This is an optimization exercise on Yosys and OpenROAD, whose aim is small area and a short achievable clock period, not a production implementation.
In this exercise RTL edits were held to simulation tests only and were not proved equivalent to the original.
Power figures rest on the tool's default switching activity, not on a simulated workload.

==> pepper: inputs <==
==> flow/design.v <==
module cam(clk, enable,
	       data_in,
	       MatchEn, WriteEn,
	       WriteAddr,
	       MatchAddr, Match
	       );
input clk, enable;
input [15:0] data_in;
input MatchEn, WriteEn;
input [7:0] WriteAddr;
output [7:0] MatchAddr;
output Match;
reg Match;
reg [7:0] MatchAddr;
wire        wr = enable & WriteEn;
wire [15:0] grp_any;
wire [63:0] grp_idx;
genvar g;
generate
	for (g = 0; g < 16; g = g + 1) begin : grp
		wire gsel = wr & (WriteAddr[7:4] == g);
		cam_group u (
			.clk(clk), .wsel(gsel), .waddr(WriteAddr[3:0]), .d(data_in),
			.any(grp_any[g]), .idx(grp_idx[4*g +: 4])
		);
	end
endgenerate
wire [7:0] addr;
cam_sel16 top_sel (.any(grp_any), .idx(grp_idx), .hit(), .addr(addr));
wire search = enable & MatchEn;
always @(posedge clk) begin
	Match     <= search & (|grp_any);
	MatchAddr <= {8{search}} & addr;
end
endmodule
module cam_sel16(any, idx, hit, addr);
input  [15:0] any;
input  [63:0] idx;
output        hit;
output [7:0]  addr;
reg [3:0] grp;
reg [3:0] low;
integer i;
always @* begin
	grp = 4'd0;
	low = 4'd0;
	for (i = 15; i >= 0; i = i - 1)
		if (any[i]) grp = i;
	for (i = 0; i < 16; i = i + 1)
		if ((any & ((16'd1 << i) - 16'd1)) == 16'd0)
			low = low | idx[4*i +: 4];
end
assign hit  = |any;
assign addr = {grp, low};
endmodule
module cam_group(clk, wsel, waddr, d, any, idx);
input        clk, wsel;
input  [3:0] waddr;
input  [15:0] d;
output       any;
output [3:0] idx;
wire [15:0] m;
genvar e;
generate
	for (e = 0; e < 16; e = e + 1) begin : ent
		wire we = wsel & (waddr == e);
		cam_row u (.clk(clk), .we(we), .we_n(~we), .d(d), .match(m[e]));
	end
endgenerate
reg [3:0] i4;
integer i;
always @* begin
	i4 = 4'd0;
	for (i = 15; i >= 0; i = i - 1)
		if (m[i]) i4 = i;
end
assign any = |m;
assign idx = i4;
endmodule
module cam_row(clk, we, we_n, d, match);
input clk, we, we_n;
input [15:0] d;
output match;
reg [15:0] q;
always @(posedge clk)
	q <= (q & {16{we_n}}) | (d & {16{we}});
assign match = (q == d);
endmodule
==> flow/flow/run.sh <==
#!/bin/bash
set -euo pipefail
bash standard.sh SETUP_SLACK_MARGIN=6.5 finish > standard_flow.log 2>&1
==> flow/standard.sh <==
#!/bin/bash
# synth_recipe.tcl (not shown) runs the flow's synth.tcl, then flattens the netlist and writes it again
# the make line also repeats each setting of config.mk as NAME=value (left out here)
make -C /OpenROAD-flow-scripts/flow DESIGN_CONFIG=/design/flow/config.mk WORK_HOME=/design/flow/orfs CLKGATE_MAP_FILE= SYNTH_SCRIPT=/design/flow/synth_recipe.tcl "${@:-finish}"
==> flow/config.mk <==
export PLATFORM = sky130hd
export DESIGN_NAME = cam
export DESIGN_NICKNAME = cam
export VERILOG_FILES = /design/flow/design.v
export SDC_FILE = /design/flow/constraint.sdc
export NUM_CORES = 4
export LEC_CHECK = 0
export CAP_MARGIN = 20
export CORE_MARGIN = 2
export CORE_UTILIZATION = 60
export CTS_CLUSTER_DIAMETER = 80
export CTS_CLUSTER_SIZE = 30
export SETUP_SLACK_MARGIN = 5
export SLEW_MARGIN = 20
export SYNTH_HIERARCHICAL = 1
export TNS_END_PERCENT = 5
==> flow/constraint.sdc <==
create_clock -name core_clock -period 10.0 [get_ports {clk}]
set_input_delay 2.0000 -clock core_clock [delete_from_list [all_inputs] [get_ports {clk}]]
set_output_delay 2.0000 -clock core_clock [all_outputs]
set_load 0.01 [all_outputs]
==> ember (differences from pepper) <==
--- a/flow/config.mk
+++ b/flow/config.mk
@@ -8,7 +8,5 @@
 export CAP_MARGIN = 20
 export CORE_MARGIN = 2
-export CORE_UTILIZATION = 60
-export CTS_CLUSTER_DIAMETER = 80
-export CTS_CLUSTER_SIZE = 30
+export CORE_UTILIZATION = 55
 export SETUP_SLACK_MARGIN = 5
 export SLEW_MARGIN = 20
==> nickel (differences from pepper) <==
==> flow/design.v, changed modules only <==
module cam(clk, enable,
	       data_in,
	       MatchEn, WriteEn,
	       WriteAddr,
	       MatchAddr, Match
	       );
input clk, enable;
input [15:0] data_in;
input MatchEn, WriteEn;
input [7:0] WriteAddr;
output [7:0] MatchAddr;
output Match;
reg Match;
reg [7:0] MatchAddr;
reg  [15:0] mem [0:255];
wire [255:0] m;    
genvar g;
generate
	for (g = 0; g < 256; g = g + 1) begin : row
		always @(posedge clk)
			if (enable && WriteEn && (WriteAddr == g))
				mem[g] <= data_in;
		assign m[g] = (mem[g] == data_in);
	end
endgenerate
wire [255:0] v0 = m;
wire [127:0] v1; wire [127:0]     a1;
wire [63:0]  v2; wire [64*2-1:0]  a2;
wire [31:0]  v3; wire [32*3-1:0]  a3;
wire [15:0]  v4; wire [16*4-1:0]  a4;
wire [7:0]   v5; wire [8*5-1:0]   a5;
wire [3:0]   v6; wire [4*6-1:0]   a6;
wire [1:0]   v7; wire [2*7-1:0]   a7;
wire         v8; wire [7:0]       a8;
generate
	for (g = 0; g < 128; g = g + 1) begin : l1
		assign v1[g] = v0[2*g] | v0[2*g+1];
		assign a1[g] = ~v0[2*g] & v0[2*g+1];
	end
	for (g = 0; g < 64; g = g + 1) begin : l2
		assign v2[g] = v1[2*g] | v1[2*g+1];
		assign a2[g*2 +: 2] = {~v1[2*g] & v1[2*g+1],
		                       a1[2*g] | (~v1[2*g] & a1[2*g+1])};
	end
	for (g = 0; g < 32; g = g + 1) begin : l3
		assign v3[g] = v2[2*g] | v2[2*g+1];
		assign a3[g*3 +: 3] = {~v2[2*g] & v2[2*g+1],
		                       a2[2*g*2 +: 2] | ({2{~v2[2*g]}} & a2[(2*g+1)*2 +: 2])};
	end
	for (g = 0; g < 16; g = g + 1) begin : l4
		assign v4[g] = v3[2*g] | v3[2*g+1];
		assign a4[g*4 +: 4] = {~v3[2*g] & v3[2*g+1],
		                       a3[2*g*3 +: 3] | ({3{~v3[2*g]}} & a3[(2*g+1)*3 +: 3])};
	end
	for (g = 0; g < 8; g = g + 1) begin : l5
		assign v5[g] = v4[2*g] | v4[2*g+1];
		assign a5[g*5 +: 5] = {~v4[2*g] & v4[2*g+1],
		                       a4[2*g*4 +: 4] | ({4{~v4[2*g]}} & a4[(2*g+1)*4 +: 4])};
	end
	for (g = 0; g < 4; g = g + 1) begin : l6
		assign v6[g] = v5[2*g] | v5[2*g+1];
		assign a6[g*6 +: 6] = {~v5[2*g] & v5[2*g+1],
		                       a5[2*g*5 +: 5] | ({5{~v5[2*g]}} & a5[(2*g+1)*5 +: 5])};
	end
	for (g = 0; g < 2; g = g + 1) begin : l7
		assign v7[g] = v6[2*g] | v6[2*g+1];
		assign a7[g*7 +: 7] = {~v6[2*g] & v6[2*g+1],
		                       a6[2*g*6 +: 6] | ({6{~v6[2*g]}} & a6[(2*g+1)*6 +: 6])};
	end
endgenerate
assign v8 = v7[0] | v7[1];
assign a8 = {~v7[0] & v7[1], a7[6:0] | ({7{~v7[0]}} & a7[13:7])};
wire search = enable & MatchEn;
always @(posedge clk) begin
	Match     <= search & v8;
	MatchAddr <= {8{search}} & a8;
end
endmodule
// module cam_sel16 removed
// module cam_group removed
// module cam_row removed
==> flow/run.sh (new file) <==
#!/bin/bash
# synth_recipe.tcl (not shown) runs the flow's synth.tcl, then flattens the netlist and writes it again
# the make line also repeats each setting of config.mk as NAME=value (left out here)
make -C /OpenROAD-flow-scripts/flow DESIGN_CONFIG=/design/flow/config.mk WORK_HOME=/design/flow/orfs CLKGATE_MAP_FILE= SYNTH_SCRIPT=/design/flow/synth_recipe.tcl finish
==> flow/config.mk (replaced) <==
export PLATFORM = sky130hd
export DESIGN_NAME = cam
export DESIGN_NICKNAME = cam
export VERILOG_FILES = /design/flow/design.v
export SDC_FILE = /design/flow/constraint.sdc
export NUM_CORES = 4
export LEC_CHECK = 0
export CAP_MARGIN = 20
export CORE_MARGIN = 2
export CORE_UTILIZATION = 45
export SLEW_MARGIN = 20
removed: flow/flow/run.sh
removed: flow/standard.sh
==> report_table.html <==
<table>
<tr><th>Metric</th><th>Value</th></tr>
<tr><th colspan="2">Outcome</th></tr>
<tr><td>Result of the run</td><td>complete, no violations</td></tr>
<tr><th colspan="2">Timing</th></tr>
<tr><td>Highest achievable clock rate</td><td>154 MHz</td></tr>
<tr><th colspan="2">Worst setup path</th></tr>
<tr><td>Data required time of the critical path</td><td>10800 ps</td></tr>
<tr><td>Reg-to-reg setup timing slack</td><td>5680 ps</td></tr>
<tr><th colspan="2">Layout</th></tr>
<tr><td>Signed area change from the synthesized netlist to the final layout</td><td>11.6%</td></tr>
<tr><th colspan="2">Floorplan</th></tr>
<tr><td>Placeable Area</td><td>391000 µm²</td></tr>
<tr><th colspan="2">Detailed routing</th></tr>
<tr><td>Iteration count of the initial detailed-routing pass</td><td>5</td></tr>
</table>
[end of results for nickel]
==> report_table.html <==
<table>
<tr><th>Metric</th><th>Value</th></tr>
<tr><th colspan="2">Detailed routing</th></tr>
<tr><td>Total number of vias</td><td>136000</td></tr>
<tr><td>Iteration count of the initial detailed-routing pass</td><td>13</td></tr>
<tr><th colspan="2">Layout</th></tr>
<tr><td>Top register by number of flip-flops</td><td>grp.u.ent.u.q</td></tr>
<tr><td>Signed area change from the synthesized netlist to the final layout</td><td>20.5%</td></tr>
<tr><th colspan="2">Timing</th></tr>
<tr><td>Highest achievable clock rate</td><td>224 MHz</td></tr>
<tr><th colspan="2">Worst setup path</th></tr>
<tr><td>Data required time of the critical path</td><td>10860 ps</td></tr>
<tr><th colspan="2">Floorplan</th></tr>
<tr><td>Placeable Area</td><td>318000 µm²</td></tr>
<tr><th colspan="2">Outcome</th></tr>
<tr><td>Result of the run</td><td>complete, no violations</td></tr>
</table>
[end of results for ember]
==> report_table.html <==
<table>
<tr><th>Metric</th><th>Value</th></tr>
<tr><th colspan="2">Worst setup path</th></tr>
<tr><td>Reg-to-reg setup timing slack</td><td>6930 ps</td></tr>
<tr><td>Data required time of the critical path</td><td>10910 ps</td></tr>
<tr><td>Capture point of the worst reg-to-reg path</td><td>MatchAddr[0]</td></tr>
<tr><td>CP top delay family</td><td>simple AND/OR/NAND/NOR gates</td></tr>
<tr><td>Timing startpoint of the critical path</td><td>data_in[0]</td></tr>
<tr><th colspan="2">Power</th></tr>
<tr><td>Clock network fraction of design power</td><td>31.5%</td></tr>
<tr><th colspan="2">Layout</th></tr>
<tr><td>Clock Buffer Count</td><td>199</td></tr>
<tr><td>Net total in the final layout</td><td>15900</td></tr>
<tr><td>Signed area change from the synthesized netlist to the final layout</td><td>13.0%</td></tr>
<tr><td>Count of non-CTS inverters in the layout</td><td>326</td></tr>
<tr><th colspan="2">Floorplan</th></tr>
<tr><td>Placeable Area</td><td>291000 µm²</td></tr>
<tr><td>Number of top-level pins</td><td>37</td></tr>
<tr><th colspan="2">Timing</th></tr>
<tr><td>Highest achievable clock rate</td><td>227 MHz</td></tr>
<tr><th colspan="2">Outcome</th></tr>
<tr><td>Result of the run</td><td>complete, no violations</td></tr>
</table>
[end of results for pepper]

==> re-timing with driven ports <==
No port has a modelled driver above. Below, the same layouts with a new extraction and two added sets of constraints. Step 1 (the two cells are an assumption about what drives the block):
set clk [get_ports {clk}]
set_driving_cell -lib_cell sky130_fd_sc_hd__clkbuf_16 $clk
set_driving_cell -lib_cell sky130_fd_sc_hd__buf_2 [delete_from_list [all_inputs] $clk]
Step 2 times the ports against the registers' clock, not the clock port: input delays grow and output delays shrink by t, the midpoint of the rising clock arrivals with the driver on. Three values: no drivers, after step 1, after step 2; two values: the first two.
run	shift t [ns]	slack for setup (ns)	worst setup path after step 2	worst slew at a driven data input, ns	pins driven straight from the clock port
pepper	1.056	5.587 / 5.229 / 4.173	input to register	0.67	1
ember	1.084	5.540 / 5.196 / 4.112	input to register	0.54	1
nickel	1.041	3.510 / 3.560 / 2.519	input to register	0.15	1
After both steps setup and hold are still met in every run listed. For ember, which loses most, drivers alone change the setup slack by -0.344 ns; drivers and shift together by -1.428 ns.
